From an optimization exercise on the open Yosys and OpenROAD flow, aimed at small area; shortcuts taken in it are not production practice.
At most, simulation tests tie the RTL to the original design; equivalence was not proved.
Only the layout flow was run in run 1; the RTL was not checked for function there.
Power is estimated from default activity; no workload was simulated.

[flow/flow/run.sh]
#!/bin/bash
# Standard ORFS synthesis; its combinational logic re-mapped for area with a
# few ABC scripts (the registers are kept as they are, with their names); each
# re-mapped netlist is compared with the standard one in a random simulation
# and the smallest that matches is kept. Then the standard layout, with the
# port buffers made with the smallest buffer and a clock tree of small
# buffers without dummy loads. Each tool's output is logged in this folder.
set -euo pipefail
W=$(pwd)
R=$W/orfs/results/$FLOW_PLATFORM/recorder/base
export BUFFER_PORTS_ARGS="-buffer_cell sky130_fd_sc_hd__buf_1"
export REMOVE_ABC_BUFFERS=1
export CTS_ARGS="-sink_clustering_enable -repair_clock_nets -dont_use_dummy_load -root_buf sky130_fd_sc_hd__clkbuf_4 -buf_list {sky130_fd_sc_hd__clkbuf_4}"
bash standard.sh synth > synth.log 2>&1
cp $R/1_2_yosys.v $W/standard_synth.v
export LIB=$FLOW_HOME/platforms/$FLOW_PLATFORM/lib/sky130_fd_sc_hd__tt_025C_1v80.lib
export NETLIST=$W/standard_synth.v
export TOP=$FLOW_TOP
export DONT_USE="$(sed -n '/^export DONT_USE_CELLS/,/^$/p' $FLOW_HOME/platforms/$FLOW_PLATFORM/config.mk | tr -d '\\' | tr ' ' '\n' | grep sky130 | tr '\n' ' ')"
# simulation model of a netlist, with the top renamed
simmodel() {
  yosys -p "read_liberty -ignore_miss_func $LIB; read_verilog $1; hierarchy -top $TOP; flatten; opt_clean; rename $TOP $2; select $2; write_verilog -noattr -selected $3" > $3.log 2>&1
}
simmodel $W/standard_synth.v gold_net $W/sim_gold.v
best=""; best_area=""
for s in a b c d s1 s2; do
  export ABC_SCRIPT=$W/flow/remap_$s.abc OUT=$W/remapped_$s.v STAT=$W/remap_stat_$s.txt
  if ! yosys -c $W/flow/remap.tcl > remap_$s.log 2>&1; then
    echo "remap $s: failed" >> remap_choice.log; continue
  fi
  a=$(grep "Chip area for top module" $STAT | awk '{print $NF}')
  simmodel $OUT gate_net $W/sim_gate_$s.v
  iverilog -g2012 -o $W/eqsim_$s $W/flow/eqsim.sv $W/sim_gold.v $W/sim_gate_$s.v > eqsim_$s.log 2>&1
  vvp -n $W/eqsim_$s >> eqsim_$s.log 2>&1 || true
  if ! grep -q "EQSIM errors 0$" eqsim_$s.log; then
    echo "remap $s: $a differs in simulation" >> remap_choice.log; continue
  fi
  echo "remap $s: $a" >> remap_choice.log
  if [[ -n "$a" ]] && { [[ -z "$best_area" ]] || awk -v x="$a" -v y="$best_area" 'BEGIN{exit !(x<y)}'; }; then
    best=$s; best_area=$a
  fi
done
echo "chosen: $best $best_area" >> remap_choice.log
if [[ -n "$best" ]]; then
  cp $W/remapped_$best.v $R/1_2_yosys.v
  rm -f $R/1_synth.odb
  bash standard.sh synth > synth_odb.log 2>&1
fi
bash standard.sh > layout.log 2>&1
cp -r orfs/logs orfs_logs || true
[flow/flow/eqsim.sv]
// Random-stimulus comparison of two netlists of recorder (gold_net, gate_net)
// from reset, every cycle.
`timescale 1ns/1ps
module eqsim;
  reg clk = 0; reg rst = 1; reg [3:0] key = 4'hf; reg tick = 0;
  wire [38:0] a, b;
  gold_net g(.clk(clk), .rst(rst), .key(key), .tick(tick),
    .state(a[38:36]), .led(a[35:30]), .able(a[29]), .direc(a[28]), .clea(a[27]),
    .to_fin(a[26]), .twice_play(a[25]), .finish(a[24]),
    .minute1(a[23:20]), .minute0(a[19:16]), .second1(a[15:12]), .second0(a[11:8]));
  gate_net d(.clk(clk), .rst(rst), .key(key), .tick(tick),
    .state(b[38:36]), .led(b[35:30]), .able(b[29]), .direc(b[28]), .clea(b[27]),
    .to_fin(b[26]), .twice_play(b[25]), .finish(b[24]),
    .minute1(b[23:20]), .minute0(b[19:16]), .second1(b[15:12]), .second0(b[11:8]));
  assign a[7:0] = 0; assign b[7:0] = 0;
  always #5 clk = ~clk;
  integer i, errors = 0, seed = 7, mode = 0, r;
  initial begin
    @(posedge clk); #1 rst = 0;
    for (i = 0; i < 150000; i = i + 1) begin
      if (i % 5000 == 0) mode = $urandom(seed) % 4;
      r = $urandom(seed);
      key = (mode == 0 || r % 3 == 0) ? (r[7] ? 4'hf : r[11:8]) : 4'hf;
      if (mode == 1 && r % 50 == 0) key = 1 + r[13:12];
      tick = (mode == 3) ? 1'b1 : r[20];
      rst = (r % 30011) == 0;
      @(negedge clk);
      if (a !== b) begin errors = errors + 1; if (errors < 5) $display("DIFF %0d %h %h", i, a, b); end
      @(posedge clk); #1;
    end
    $display("EQSIM errors %0d", errors);
    $finish;
  end
endmodule
[flow/flow/remap.tcl]
# Re-map the combinational logic of the standard synthesis netlist for area.
# Registers (every *df* cell) are kept as they are, with their names.
yosys -import
set lib $::env(LIB)
set net $::env(NETLIST)
read_liberty -ignore_miss_func $lib
read_verilog $net
hierarchy -top $::env(TOP)
setattr -mod -set keep_hierarchy 1 sky130_fd_sc_hd__*df*
flatten
opt_clean -purge
set du {}
foreach c $::env(DONT_USE) { lappend du -dont_use $c }
abc -script $::env(ABC_SCRIPT) -liberty $lib {*}$du -D 12000
opt_clean -purge
hilomap -singleton -hicell sky130_fd_sc_hd__conb_1 HI -locell sky130_fd_sc_hd__conb_1 LO
insbuf -buf sky130_fd_sc_hd__buf_1 A X
opt_clean -purge
yosys tee -q -o $::env(STAT) stat -liberty $lib
yosys select $::env(TOP)
write_verilog -noattr -noexpr -nohex -nodec -selected $::env(OUT)
[flow/flow/remap_a.abc]
strash
balance; rewrite; refactor; balance; rewrite; rewrite -z; balance; refactor -z; rewrite -z; balance
balance -l; resub -K 6 -l; rewrite -l; resub -K 6 -N 2 -l; refactor -l; resub -K 8 -l; balance -l; resub -K 8 -N 2 -l; rewrite -l; resub -K 10 -l; rewrite -z -l; resub -K 10 -N 2 -l; balance -l; resub -K 12 -l; refactor -z -l; resub -K 12 -N 2 -l; rewrite -z -l; balance -l
dch -f
amap
mfs2 -a
strash
dch -f
amap
[flow/flow/remap_b.abc]
strash
&get -n
&deepsyn -T 20
&put
balance -l; resub -K 6 -l; rewrite -l; resub -K 6 -N 2 -l; refactor -l; resub -K 8 -l; balance -l; resub -K 8 -N 2 -l; rewrite -l; resub -K 10 -l; rewrite -z -l; resub -K 10 -N 2 -l; balance -l; resub -K 12 -l; refactor -z -l; resub -K 12 -N 2 -l; rewrite -z -l; balance -l
dch -f
amap
[flow/flow/remap_c.abc]
strash
&get -n
&deepsyn -T 60
&put
dch -f
amap
[flow/flow/remap_d.abc]
strash
&get -n
&deepsyn -T 20
&put
balance -l; resub -K 6 -l; rewrite -l; resub -K 6 -N 2 -l; refactor -l; resub -K 8 -l; balance -l; resub -K 8 -N 2 -l; rewrite -l; resub -K 10 -l; rewrite -z -l; resub -K 10 -N 2 -l; balance -l; resub -K 12 -l; refactor -z -l; resub -K 12 -N 2 -l; rewrite -z -l; balance -l
dch -f
map -a
strash
dch -f
amap
[flow/flow/remap_s1.abc]
strash
&get -n
&deepsyn -T 20 -S 1
&put
balance -l; resub -K 6 -l; rewrite -l; resub -K 6 -N 2 -l; refactor -l; resub -K 8 -l; balance -l; resub -K 8 -N 2 -l; rewrite -l; resub -K 10 -l; rewrite -z -l; resub -K 10 -N 2 -l; balance -l; resub -K 12 -l; refactor -z -l; resub -K 12 -N 2 -l; rewrite -z -l; balance -l
dch -f
amap
[flow/flow/remap_s2.abc]
strash
&get -n
&deepsyn -T 20 -S 2
&put
balance -l; resub -K 6 -l; rewrite -l; resub -K 6 -N 2 -l; refactor -l; resub -K 8 -l; balance -l; resub -K 8 -N 2 -l; rewrite -l; resub -K 10 -l; rewrite -z -l; resub -K 10 -N 2 -l; balance -l; resub -K 12 -l; refactor -z -l; resub -K 12 -N 2 -l; rewrite -z -l; balance -l
dch -f
amap
[flow/standard.sh]
#!/bin/bash
# synth_recipe.tcl (not shown) runs the flow's synth.tcl, then flattens the netlist and writes it again
# the make line also repeats each setting of config.mk as NAME=value (left out here)
make -C /OpenROAD-flow-scripts/flow DESIGN_CONFIG=/design/flow/config.mk WORK_HOME=/design/flow/orfs CLKGATE_MAP_FILE= SYNTH_SCRIPT=/design/flow/synth_recipe.tcl "${@:-finish}"
[flow/config.mk]
export PLATFORM = sky130hd
export DESIGN_NAME = recorder
export DESIGN_NICKNAME = recorder
export VERILOG_FILES = /design/flow/design.v
export SDC_FILE = /design/flow/constraint.sdc
export NUM_CORES = 4
export LEC_CHECK = 0
export ABC_AREA = 1
export CAP_MARGIN = 20
export CORE_MARGIN = 2
export CORE_UTILIZATION = 75
export GPL_TIMING_DRIVEN = 0
export PLACE_DENSITY = 0.85
export SLEW_MARGIN = 20
[flow/constraint.sdc]
create_clock -name core_clock -period 12.0 [get_ports {clk}]
set_input_delay 2.4000 -clock core_clock [delete_from_list [all_inputs] [get_ports {clk}]]
set_output_delay 2.4000 -clock core_clock [all_outputs]
set_load 0.01 [all_outputs]
[flow/design.v]
module control(clk, rst, finish, value, st);
input clk;
input rst;
input [3:0] value;
input finish;
output reg [2:0] st;
reg [2:0] cur;
reg valid_val;
wire kf = &value;
wire lo = ~value[3] & ~(value[2] & (value[1] | value[0]));   
wire k1 = lo & ~value[2] & ~value[1] & value[0];
wire k2 = lo & ~value[2] & value[1] & ~value[0];
wire k3 = lo & ~value[2] & value[1] & value[0];
wire k4 = lo & value[2];
wire nv = ~valid_val;
wire K1 = k1 & nv, K2 = k2 & nv, K3 = k3 & nv, K4 = k4 & nv;
wire F = finish & (nv | kf);
reg [2:0] n;
reg tr;
always @(*) begin
	case (cur)
	3'd0: begin n = {2'b00, K1}; tr = K1; end
	3'd1: begin n = {1'b0, K1 | K2, ~K2}; tr = K1 | K2; end
	3'd2: begin n = {1'b0, ~(k1 | K2), k1 | K2}; tr = k1 | K2; end
	3'd3: begin n = {K1, {2{~(K1 | k3 | K4)}}}; tr = K1 | k3 | K4; end
	3'd4: begin n = {~(finish | K1), finish | K1 | K3 | K4, finish | K1 | K2 | K4}; tr = finish | K1 | K2 | K3 | K4; end
	3'd5: begin n = {1'b1, 1'b0, ~(k1 | K2)}; tr = k1 | K2; end
	3'd6: begin n = {K1 | ~F, ~K1, ~K1 & F}; tr = K1 | F; end
	default: begin n = {K1 | ~F, ~K1, ~K1}; tr = K1 | F; end
	endcase
end
always @(posedge clk) begin
	if (rst) begin
		cur <= 3'd0;
		valid_val <= 1'b0;
		st <= 3'd0;
	end else begin
		cur <= n;
		valid_val <= valid_val & ~kf | tr;
		st <= cur;
	end
end
endmodule
module timer(clk, rst, tick, st, minute1, minute0, second1, second0, finish);
input clk;
input rst;
input tick;
input [2:0] st;
output [3:0] minute1;
output [3:0] minute0;
output [3:0] second1;
output [3:0] second0;
output reg finish;
reg [4:0] mt;
reg [3:0] mu;
reg [2:0] sd;
reg [3:0] su;
reg [15:0] last;
wire [15:0] cur = {mt, mu, sd, su};
assign minute1 = mt[3:0];
assign minute0 = mu;
assign second1 = {1'b0, sd};
assign second0 = su;
wire s0 = st == 3'd0;
wire s1 = st == 3'd1;
wire s3 = st == 3'd3;
wire s7 = st == 3'd7;
wire s46 = st[2] & ~st[0];
wire up = st[0];
wire su_e = up ? (su[3] & su[0]) : (su == 4'd0);
wire sd_e = up ? (sd[2] & sd[0]) : (sd == 3'd0);
wire mu_e = up ? (mu[3] & mu[0]) : (mu == 4'd0);
wire zero = (cur == 16'd0);
wire same = (cur == last);
wire top = mt[4] & mt[3] & mt[0] & mu[2] & mu[0] & sd[2] & sd[0] & su[3] & su[0];
wire [3:0] tsu, tmu;
wire [2:0] tsd;
wire [4:0] tmt;
assign tsu[0] = 1'b1;
assign tsu[1] = up ? (su[0] & ~su[3]) : (~su[0] & (su[1] | su[2] | su[3]));
assign tsu[2] = up ? (su[0] & su[1]) : (~su[0] & ~su[1] & (su[2] | su[3]));
assign tsu[3] = up ? (su[0] & (su[1] & su[2] | su[3])) : (~su[0] & ~su[1] & ~su[2]);
assign tsd[0] = 1'b1;
assign tsd[1] = up ? (sd[0] & ~sd[2]) : (~sd[0] & (sd[1] | sd[2]));
assign tsd[2] = up ? sd[0] & (sd[1] | sd[2]) : (~sd[0] & ~sd[1]);
assign tmu[0] = 1'b1;
assign tmu[1] = up ? (mu[0] & ~mu[3]) : (~mu[0] & (mu[1] | mu[2] | mu[3]));
assign tmu[2] = up ? (mu[0] & mu[1]) : (~mu[0] & ~mu[1] & (mu[2] | mu[3]));
assign tmu[3] = up ? (mu[0] & (mu[1] & mu[2] | mu[3])) : (~mu[0] & ~mu[1] & ~mu[2]);
assign tmt[0] = 1'b1;
assign tmt[1] = up ? mt[0] : ~mt[0];
assign tmt[2] = up ? &mt[1:0] : ~|mt[1:0];
assign tmt[3] = up ? &mt[2:0] : ~|mt[2:0];
assign tmt[4] = up ? &mt[3:0] : ~|mt[3:0];
wire act = tick & ~finish;
wire cnt = act & (s1 | s7 & ~same | s46 & ~zero);
wire ld = tick & (s3 | ~finish & s46 & zero);
wire clr = rst | tick & s0 | cnt & up & top;
wire rec = act & s1;
wire e1 = cnt & su_e;
wire e2 = e1 & sd_e;
wire e3 = e2 & mu_e;
wire [15:0] tg = {{5{e3}} & tmt, {4{e2}} & tmu, {3{e1}} & tsd, {4{cnt}} & tsu};
wire [15:0] nxt = clr ? 16'd0 : ld ? last : cur ^ tg;
always @(posedge clk) begin
	{mt, mu, sd, su} <= nxt;
	if (clr | rec)
		last <= nxt;
	if (rst | tick & s0)
		finish <= 1'b0;
	else if (tick)
		finish <= (st == 3'd1 | st[2] & (st[1] | ~st[0])) &
		          (finish | s7 & same | s46 & zero);
end
endmodule
module recorder(clk, rst, key, tick, state, led, able, direc, clea, to_fin,
                twice_play, finish, minute1, minute0, second1, second0);
input clk;
input rst;
input [3:0] key;
input tick;
output [2:0] state;
output reg [5:0] led;
output able;
output direc;
output clea;
output to_fin;
output twice_play;
output finish;
output [3:0] minute1;
output [3:0] minute0;
output [3:0] second1;
output [3:0] second0;
wire [2:0] st;
control u_control(.clk(clk), .rst(rst), .finish(finish), .value(key), .st(st));
timer u_timer(.clk(clk), .rst(rst), .tick(tick), .st(st),
              .minute1(minute1), .minute0(minute0), .second1(second1),
              .second0(second0), .finish(finish));
assign state = st;
assign able = (st == 3'd1) | st[2] & (st[1] | ~st[0]);
assign direc = st[2] & ~(st[1] & st[0]);
assign clea = st == 3'd0;
assign to_fin = st == 3'd3;
assign twice_play = st[2] & st[1];
always @(*) begin
	case (st)
	3'd0: led = 6'b000001;
	3'd1: led = 6'b000010;
	3'd2: led = 6'b000100;
	3'd3: led = 6'b001000;
	3'd4: led = 6'b010000;
	3'd5: led = 6'b100000;
	3'd6: led = 6'b110000;
	default: led = 6'b111000;
	endcase
end
endmodule
==> results by group, run 1 <==
Run status
  – Status: no timing/DRC/antenna violations

Routing
  – Detailed Routing Iterations Pass 1: 7
  – Metal3 WL: 395 µm
  – Routed Antenna Nets: 0
  – Metal-1 WL: 2.087 mm
  – Highest routed layer: met4
  – Vias: 2079
  – Metal2 WL: 2.302 mm
  – Total Wirelength: 4.851 mm
  – DRC violations left: 0
  – Via-per-instance ratio: 6.300
  – DRT iter0 DRCs: 207
  – WL per Instance: 14.70 µm

Critical path
  – Crit path kind: in -> reg
  – CP max FO: 16
  – Slowest-stage cell, CP: or3_1
  – Worst setup EP type: register
  – Family with the most delay on the worst path: simple AND/OR/NAND/NOR gates
  – Max incr delay on CP: 0.58 ns
  – WP data required: 12.07 ns
  – Critical Path Source Type: primary input
  – WP data arrival: 5.58 ns
  – Worst path bufs/invs: 3
  – CP cell instances: buf_1, clkinv_1, nor4_1, clkinv_1, nor2_1, nand2_1, nor2_1, nand2_1, nor2_1, nand2_1, o41ai_1, or3_1, o21ai_0

CTS
  – # H-tree levels: 2
  – Cts bufs inserted: 5
  – Clk latency of the worst-skew pair: 0.34 ns
  – CTS resizes: 0
  – Root Buffer: clkbuf_4
  – CTS tree: done
  – Hold_buf cts: 0
  – Setup bufs post-CTS: 0
  – CTS sink cnt: 40
  – Clock slew at reported path FFs: 0.10 ns
  – Clk buf depth: 2

Layout
  – Layout Cells excl Fill: 330
  – Antenna Diode Count: 0
  – Area of the multi-input gates: 948.4 µm²
  – Synth-to-layout area growth: 6.290%
  – Post-route cell area: 2305 µm²
  – FF/Latch Area: 960.9 µm²
  – Filler cells: 182
  – Final Util: 0.8358
  – Nets: 308
  – Share of layout cells above drive strength 1: 0.01672

Floorplanning
  – DIE HEIGHT: 57.77 µm
  – Core area: 2758 µm²
  – Die ar.: 3337 µm²
  – Die width: 57.77 µm
  – I/O Pins: 38
  – Starting Density: 0.7863
  – Core Rows: 19

Synthesis
  – Yosys warnings: 3
  – Area of the mapped netlist: 2168 µm²
  – Syn avg cell area: 7.800 µm²
  – Post-Synthesis Cells: 278

STA
  – FMAX: 181.5 MHz
  – Fin. max-slew vios: 0
  – Unrepaired setup endpoints after global routing: false
  – Measured slew at the worst slew-check pin: 0.7420 ns
  – Final critical-path share of the clock period: 0.4591
  – Final setup violation count: 0
  – Hold Vio Cnt, Final: 0
  – Slew HR: 0.5053
  – Tmin final: 5.509 ns
  – Setup_tns: 0 ns
  – Setup Skew: 0.01445 ns
  – WHS: 0.5449 ns
  – Final WS setup: 6.491 ns

Power and ir drop
  – Pwr/cell area: 98.91 nW/µm²
  – Pwr Total: 0.2280 mW
  – Leakage: 0.7417 nW
  – IR drop worst, VDD: 154.9 µV

Global routing
  – Remaining Overflow, GRT: 0
  – Gr usage total: 0.3083
  – Vias in the first global route: 1746
  – Largest net degree at the start of global routing: 17
  – Initial antenna violation count: 0
  – First-pass GRT wire length: 7.817 mm

Place
  – Placed insts: 325
  – PortBufs: 36
  – Post-DP Area: 2267 µm²
  – HPWL Detailed: 3.651 mm
  – Gp weighted congestion: 0.9485
  – Post-place setup slack: 6.206 ns

Run
  – Maxcap violations: 0

Worst hold path
  – Worst Hold Class: reg -> reg
-- sequential cells by signal, summed over array words and instances, names as in the netlist --
register and cells:
u_timer.su 4, u_control.st 3, u_timer.finish 1, u_timer.mt 5
u_timer.sd 3, u_timer.mu 4, u_control.cur 3, u_control.valid_val 1
u_timer.last 16
-- final cells by class --
class	count	share of cell area
inverters	49	0.07980
clock buffers	5	0.01629
flip-flops and latches	40	0.4169
repair buffers	36	0.05863
multi-input cells	169	0.4115
well taps	31	0.01683
-- report_power, final --
group | leakage [nW] | switching (mW) | internal [mW]
logic | 0.347 | 0.0141 | 0.00708
clock network | 0.0230 | 0.0389 | 0.0196
registers | 0.371 | 0.00307 | 0.145
total | 0.742 | 0.0561 | 0.172
-- tightest hold or removal path, delay by kind of cell, from the launching register on --
kind | cells | cell delay [ns]
DFF | 1 | 0.38
and+or+nand+nor | 1 | 0.05
buffers and inverters | 1 | 0.08
-- metal layers --
| metal | vias up | GRT usage |
|---|---|---|
| met5 | - | 0 |
| met4 | 0 | 0.09967 |
| met3 | 8 | 0.06473 |
| met2 | 99 | 0.4838 |
| met1 | 941 | 0.4309 |
| li1 | 1031 | - |
-- placed cells by master, fill, tap and decap left out --
cell and count:
nor2_1 51, clkinv_1 49, buf_1 36, dfxtp_1 24, edfxtp_1 16, o21ai_0 13, nor3_1 11, a21oi_1 10
nand2_1 10, o32ai_1 10, a22oi_1 9, o22ai_1 9, nor2b_1 7, o221ai_1 6, clkbuf_4 5, nor4_1 4
nand4_1 4, or3_1 3, a31oi_1 3, a222oi_1 2, o21a_1 2, a41oi_1 2, o31ai_1 2, nor4b_1 1
a221o_1 1, o41ai_1 1, nand3_1 1, o21bai_1 1, o211ai_1 1, a211oi_1 1, a31o_1 1, a32oi_1 1
o311a_1 1, conb_1 1
-- path summary, 6_finish.rpt --
| kind | end | startpoint | cells past startpoint | slack (ns) |
|---|---|---|---|---|
| hold reg to reg | u_control.st[1]$_SDFF_PP0_ | u_control.cur[1]$_SDFF_PP0_ | 2 | 0.54 |
| setup reg to reg | u_timer.last[9]$_DFFE_PP_ | u_control.st[0]$_SDFF_PP0_ | 21 | 7.56 |
| setup / recovery | u_timer.last[11]$_DFFE_PP_ | tick | 13 | 6.49 |
| hold / removal | u_control.st[1]$_SDFF_PP0_ | u_control.cur[1]$_SDFF_PP0_ | 2 | 0.54 |
==> inputs of run 2 (changes only) <==
--- a/flow/design.v
+++ b/flow/design.v
@@ -5,28 +5,31 @@
 input finish;
 output reg [2:0] st;
 reg [2:0] cur;
+reg [2:0] nxt;
 reg valid_val;
-wire kf = &value;
-wire lo = ~value[3] & ~(value[2] & (value[1] | value[0]));   
-wire k1 = lo & ~value[2] & ~value[1] & value[0];
-wire k2 = lo & ~value[2] & value[1] & ~value[0];
-wire k3 = lo & ~value[2] & value[1] & value[0];
-wire k4 = lo & value[2];
-wire nv = ~valid_val;
-wire K1 = k1 & nv, K2 = k2 & nv, K3 = k3 & nv, K4 = k4 & nv;
-wire F = finish & (nv | kf);
-reg [2:0] n;
 reg tr;
+wire v  = valid_val & (value != 4'b1111);
+wire k1 = value == 4'd1;
+wire k2 = value == 4'd2;
+wire k3 = value == 4'd3;
+wire k4 = value == 4'd4;
 always @(*) begin
+	nxt = cur;
+	tr = 1'b0;
 	case (cur)
-	3'd0: begin n = {2'b00, K1}; tr = K1; end
-	3'd1: begin n = {1'b0, K1 | K2, ~K2}; tr = K1 | K2; end
-	3'd2: begin n = {1'b0, ~(k1 | K2), k1 | K2}; tr = k1 | K2; end
-	3'd3: begin n = {K1, {2{~(K1 | k3 | K4)}}}; tr = K1 | k3 | K4; end
-	3'd4: begin n = {~(finish | K1), finish | K1 | K3 | K4, finish | K1 | K2 | K4}; tr = finish | K1 | K2 | K3 | K4; end
-	3'd5: begin n = {1'b1, 1'b0, ~(k1 | K2)}; tr = k1 | K2; end
-	3'd6: begin n = {K1 | ~F, ~K1, ~K1 & F}; tr = K1 | F; end
-	default: begin n = {K1 | ~F, ~K1, ~K1}; tr = K1 | F; end
+	3'd0: if (k1 && !v) begin nxt = 3'd1; tr = 1'b1; end
+	3'd1: if (k1 && !v) begin nxt = 3'd3; tr = 1'b1; end
+	      else if (k2 && !v) begin nxt = 3'd2; tr = 1'b1; end
+	3'd2: if (k1 || k2 && !v) begin nxt = 3'd1; tr = 1'b1; end
+	3'd3: if (k1 && !v) begin nxt = 3'd4; tr = 1'b1; end
+	      else if (k3 || k4 && !v) begin nxt = 3'd0; tr = 1'b1; end
+	3'd4: if (finish || k1 && !v) begin nxt = 3'd3; tr = 1'b1; end
+	      else if (k2 && !v) begin nxt = 3'd5; tr = 1'b1; end
+	      else if (k3 && !v) begin nxt = 3'd6; tr = 1'b1; end
+	      else if (k4 && !v) begin nxt = 3'd7; tr = 1'b1; end
+	3'd5: if (k1 || k2 && !v) begin nxt = 3'd4; tr = 1'b1; end
+	default: if (k1 && !v) begin nxt = 3'd4; tr = 1'b1; end
+	         else if (finish && !v) begin nxt = 3'd3; tr = 1'b1; end
 	endcase
 end
 always @(posedge clk) begin
@@ -35,8 +38,8 @@
 		valid_val <= 1'b0;
 		st <= 3'd0;
 	end else begin
-		cur <= n;
-		valid_val <= valid_val & ~kf | tr;
+		cur <= nxt;
+		valid_val <= v | tr;
 		st <= cur;
 	end
 end
==> flow/flow/run.sh (replaced) <==
#!/bin/bash
# Standard ORFS synthesis; its combinational logic re-mapped for area, in a few
# rounds, with a few ABC scripts (the registers are kept as they are, with
# their names); each re-mapped netlist is compared with the standard one in
# a random simulation and the smallest that matches is kept. Then the standard layout, with the
# port buffers made with the smallest buffer and a clock tree of small
# buffers without dummy loads. Each tool's output is logged in this folder.
set -euo pipefail
W=$(pwd)
R=$W/orfs/results/$FLOW_PLATFORM/recorder/base
export BUFFER_PORTS_ARGS="-buffer_cell sky130_fd_sc_hd__buf_1"
export REMOVE_ABC_BUFFERS=1
export CTS_ARGS="-sink_clustering_enable -repair_clock_nets -dont_use_dummy_load -root_buf sky130_fd_sc_hd__clkbuf_4 -buf_list {sky130_fd_sc_hd__clkbuf_4}"
bash standard.sh synth > synth.log 2>&1
cp $R/1_2_yosys.v $W/standard_synth.v
export LIB=$FLOW_HOME/platforms/$FLOW_PLATFORM/lib/sky130_fd_sc_hd__tt_025C_1v80.lib
export NETLIST=$W/standard_synth.v
export TOP=$FLOW_TOP
export DONT_USE="$(sed -n '/^export DONT_USE_CELLS/,/^$/p' $FLOW_HOME/platforms/$FLOW_PLATFORM/config.mk | tr -d '\\' | tr ' ' '\n' | grep sky130 | tr '\n' ' ')"
# simulation model of a netlist, with the top renamed
simmodel() {
  yosys -p "read_liberty -ignore_miss_func $LIB; read_verilog $1; hierarchy -top $TOP; flatten; opt_clean; rename $TOP $2; select $2; write_verilog -noattr -selected $3" > $3.log 2>&1
  # registers start at 0 in both netlists, so that X-pessimism in the gate
  # models does not hide or fake a difference; reset comes first anyway
  sed -i -E "/=/!s/^(\s*reg .*[^ ]) ?;$/\1 = 1'b0;/" $3
}
simmodel $W/standard_synth.v gold_net $W/sim_gold.v
# one candidate: re-map netlist $2 with flow/remap_$1.abc into remapped_$1_$3.v,
# then compare it with the standard netlist in simulation
candidate() {
  local s=$1 tag=$1_$3
  export NETLIST=$2 ABC_SCRIPT=$W/flow/remap_$s.abc OUT=$W/remapped_$tag.v STAT=$W/remap_stat_$tag.txt
  if ! yosys -c $W/flow/remap.tcl > remap_$tag.log 2>&1; then
    echo "remap $tag: failed" > remap_result_$tag.txt; return
  fi
  local a=$(grep "Chip area for top module" $STAT | awk '{print $NF}')
  simmodel $OUT gate_net $W/sim_gate_$tag.v
  iverilog -g2012 -o $W/eqsim_$tag $W/flow/eqsim.sv $W/sim_gold.v $W/sim_gate_$tag.v > eqsim_$tag.log 2>&1
  vvp -n $W/eqsim_$tag >> eqsim_$tag.log 2>&1 || true
  if grep -q "EQSIM errors 0$" eqsim_$tag.log && [[ -n "$a" ]]; then
    echo "remap $tag: $a ok" > remap_result_$tag.txt
  else
    echo "remap $tag: $a differs in simulation" > remap_result_$tag.txt
  fi
}
cands=$(ls $W/flow/remap_*.abc | sed 's#.*/remap_##; s#\.abc$##')
best=""; best_area=""
# up to three rounds: each re-maps the best netlist so far, until none is smaller
src=$W/standard_synth.v
for round in 1 2 3; do
  prev=$best
  n=0
  for s in $cands; do
    candidate $s $src $round &
    n=$((n + 1))
    if (( n % ${NUM_CORES:-4} == 0 )); then wait; fi
  done
  wait
  cat remap_result_*_$round.txt >> remap_choice.log || true
  while read -r _ t a ok; do
    [[ "$ok" == "ok" ]] || continue
    t=${t%:}
    if [[ -z "$best_area" ]] || awk -v x="$a" -v y="$best_area" 'BEGIN{exit !(x<y)}'; then
      best=$t; best_area=$a
    fi
  done < <(cat remap_result_*_$round.txt)
  [[ -n "$best" && "$best" != "$prev" ]] || break
  src=$W/remapped_$best.v
done
echo "chosen: $best $best_area" >> remap_choice.log
if [[ -n "$best" ]]; then
  cp $W/remapped_$best.v $R/1_2_yosys.v
  rm -f $R/1_synth.odb
  bash standard.sh synth > synth_odb.log 2>&1
fi
bash standard.sh > layout.log 2>&1
cp -r orfs/logs orfs_logs || true
==> flow/flow/remap_e.abc (new file) <==
strash
&get -n
&deepsyn -T 20
&put
balance -l; resub -K 6 -l; rewrite -l; resub -K 6 -N 2 -l; refactor -l; resub -K 8 -l; balance -l; resub -K 8 -N 2 -l; rewrite -l; resub -K 10 -l; rewrite -z -l; resub -K 10 -N 2 -l; balance -l; resub -K 12 -l; refactor -z -l; resub -K 12 -N 2 -l; rewrite -z -l; balance -l
&get -n
&dch -f
&nf -R 1000
&put
--- a/flow/config.mk
+++ b/flow/config.mk
@@ -8,7 +8,6 @@
 export ABC_AREA = 1
 export CAP_MARGIN = 20
 export CORE_MARGIN = 2
-export CORE_UTILIZATION = 75
+export CORE_UTILIZATION = 50
 export GPL_TIMING_DRIVEN = 0
-export PLACE_DENSITY = 0.85
 export SLEW_MARGIN = 20
removed: flow/flow/remap_a.abc
removed: flow/flow/remap_c.abc
==> results by group, run 2 <==
Run status
  – Status: no timing/DRC/antenna violations

Critical path
  – WP data arrival: 5.94 ns
  – Worst reg2reg startpoint: u_timer.sd[2]$_DFF_P_
  – Flop2flop setup slack: 7.11 ns
  – Worst reg2reg path depth: 19
  – Crit path kind: in -> reg
  – WP data required: 12.08 ns
  – CP max FO: 11
  – Worst setup EP type: register
  – Critical Path Source Type: primary input
  – FF-to-FF End: u_timer.last[9]$_DFFE_PP_

Power and ir drop
  – Internal power: 0.1820 mW
  – IR drop worst, VDD: 76.71 µV
  – Pwr/cell area: 107.9 nW/µm²
  – Clk pwr share: 0.228
  – Gate power share: 0.153
  – Leakage: 0.7505 nW
  – Switching fraction of total power: 0.2771
  – Sequential share of power: 0.620
  – P_sw: 0.06977 mW

STA
  – Slew HR: 0.3699
  – Hold Vio Cnt, Final: 0
  – WHS: 0.5224 ns
  – Unrepaired setup endpoints after global routing: false
  – Measured slew at the worst slew-check pin: 0.9388 ns
  – FMAX: 170.8 MHz
  – Final critical-path share of the clock period: 0.4880
  – Setup Skew: 0.02282 ns
  – Fin. max-slew vios: 0
  – Final WS setup: 6.144 ns
  – Setup_tns: 0 ns
  – Tmin final: 5.856 ns
  – Final setup violation count: 0

Worst hold path
  – Hold path depth: 2
  – Hold path endpoint: u_control.st[1]$_SDFF_PP0_
  – Worst Hold Class: reg -> reg
  – Hold_sp: u_control.cur[1]$_SDFFE_PP0P_

Global routing
  – Gr usage total: 0.2260
  – Vias in the first global route: 1848
  – First-pass GRT wire length: 8.866 mm
  – Remaining Overflow, GRT: 0
  – Initial antenna violation count: 0
  – Largest net degree at the start of global routing: 16

Layout
  – Antenna Diode Count: 0
  – Most frequent cells in the layout: 54 x clkinv_1, 36 x buf_1, 35 x nor2_1
  – Biggest register: u_timer.last
  – Area of the multi-input gates: 923.4 µm²
  – Commonest non-fill, non-tap cell in the layout: clkinv_1
  – Synth-to-layout area growth: 8.116%
  – Post-route cell area: 2333 µm²
  – Max reg flops: 16
  – Nets: 312
  – Share of layout cells above drive strength 1: 0.02310
  – FF/Latch Area: 960.9 µm²
  – Filler cells: 404

CTS
  – Clock slew at reported path FFs: 0.12 ns
  – Hold_buf cts: 0
  – Root Buffer: clkbuf_4
  – # H-tree levels: 2
  – Cts bufs inserted: 5
  – CTS sink cnt: 40
  – CTS tree: done
  – Clk latency of the worst-skew pair: 0.34 ns
  – CTS resizes: 0
  – Clk buf depth: 2
  – Setup bufs post-CTS: 0

Routing
  – Vias: 2029
  – Via-per-instance ratio: 5.748
  – Routed Antenna Nets: 0
  – Detailed Routing Iterations Pass 1: 5
  – DRT iter0 DRCs: 175
  – Total Wirelength: 5.239 mm
  – WL per Instance: 14.84 µm
  – DRC violations left: 0

Floorplanning
  – DIE HEIGHT: 69.70 µm
  – Starting Density: 0.5282
  – Die width: 69.70 µm
  – I/O Pins: 38
  – Core Rows: 23
  – Core area: 4086 µm²
  – Die ar.: 4858 µm²

Place
  – PortBufs: 36
  – Post-DP Area: 2296 µm²
  – HPWL Detailed: 4.121 mm
  – Gp weighted congestion: 0.9249
  – Post-place setup slack: 5.742 ns

Synthesis
  – Syn avg cell area: 7.681 µm²
  – Yosys warnings: 3
  – Post-Synthesis Cells: 281
  – Area of the mapped netlist: 2158 µm²

Run
  – Maxcap violations: 0
## run 2: final cells by class
type / count / share of cell area
Sequential cell: 40 / 0.4118
Clock buffer: 5 / 0.01609
Inverter: 54 / 0.08686
Tap cell: 50 / 0.02681
Timing Repair Buffer: 37 / 0.06273
Multi-Input combinational cell: 167 / 0.3957
## run 2: critical path, cell delays in order
cell	delay, ns
buf_1	0.15
nand2_1	0.10
or3_1	0.46
nor3_1	0.33
clkinv_1	0.20
nor4_1	0.37
nand2_1	0.20
nor2_1	0.19
a221oi_1	0.17
o21ai_1	0.55
clkinv_1	0.43
o21ai_0	0.24
o22ai_1	0.16
## run 2: power groups by stage
stage / Combinational, mW / Clock (mW) / Sequential [mW]
global route: 0.0435 / 0.0655 / 0.157
finish: 0.0385 / 0.0573 / 0.156
CTS: 0.0383 / 0.0599 / 0.156
global placement: 0.0374 / 0 / 0.159
floorplan: 0.0262 / 0 / 0.157
detailed placement: 0.0382 / 0 / 0.159
## run 2: through the flow
step,instances,power [mW],util
after floorplan,261,0.1835,-
after CTS,353,0.2540,0.5710
final,353,0.2517,0.5710
after detailed placement,348,0.1971,0.5618
after global placement,347,0.1963,0.5582
after global routing,353,0.2660,0.5710
## run 2: metal layers
metal	routed length [µm]	part of all wire	global-route usage	vias to the layer above
met2	2461	0.47	0.3590	83
met5	0	0	0	-
li1	-	-	-	1038
met4	29	0.0055	0.05556	0
met3	335	0.064	0.05669	4
met1	2411	0.46	0.3102	904
## run 2: how the worst max path moves through the flow
stage / start / end / slack [ns] / cells past startpoint
final: tick / u_timer.last[9]$_DFFE_PP_ / 6.14 / 13
after global routing: tick / u_timer.last[9]$_DFFE_PP_ / 5.85 / 13
after CTS: tick / u_timer.last[9]$_DFFE_PP_ / 6.14 / 13
after detailed placement: tick / u_timer.last[9]$_DFFE_PP_ / 5.74 / 13
after global placement: tick / u_timer.last[8]$_DFFE_PP_ / 5.56 / 13
after floorplan: tick / u_timer.last[8]$_DFFE_PP_ / 6.79 / 12

[separate check: timing with driven ports]
In the flow no input, the clock included, has a driving cell. The finished layouts below were timed again as built, in two steps.
Step 1 (the two cells are an assumption about what drives the block):
set clk [get_ports {clk}]
set_driving_cell -lib_cell sky130_fd_sc_hd__clkbuf_16 $clk
set_driving_cell -lib_cell sky130_fd_sc_hd__buf_2 [delete_from_list [all_inputs] $clk]
Step 2 adds t to the input delays and takes it off the output delays; t is the mean of the earliest and latest rising clock arrival at the registers after step 1. Input paths then give back, and output paths get back, about the clock's delay inside the block.
Slacks: ideal ports / drivers / drivers and shift; pairs: ideal ports / drivers.
run	t, ns	setup WS [ns]	clock arrival spread, ns	worst slew at a driven data input, ns	pins driven straight from the clock port
run 1	0.360	6.491 / 6.493 / 6.133	0.014 / 0.014	0.03	1
run 2	0.353	6.144 / 6.139 / 5.786	0.023 / 0.023	0.03	1
After both steps setup and hold are still met in every run listed.
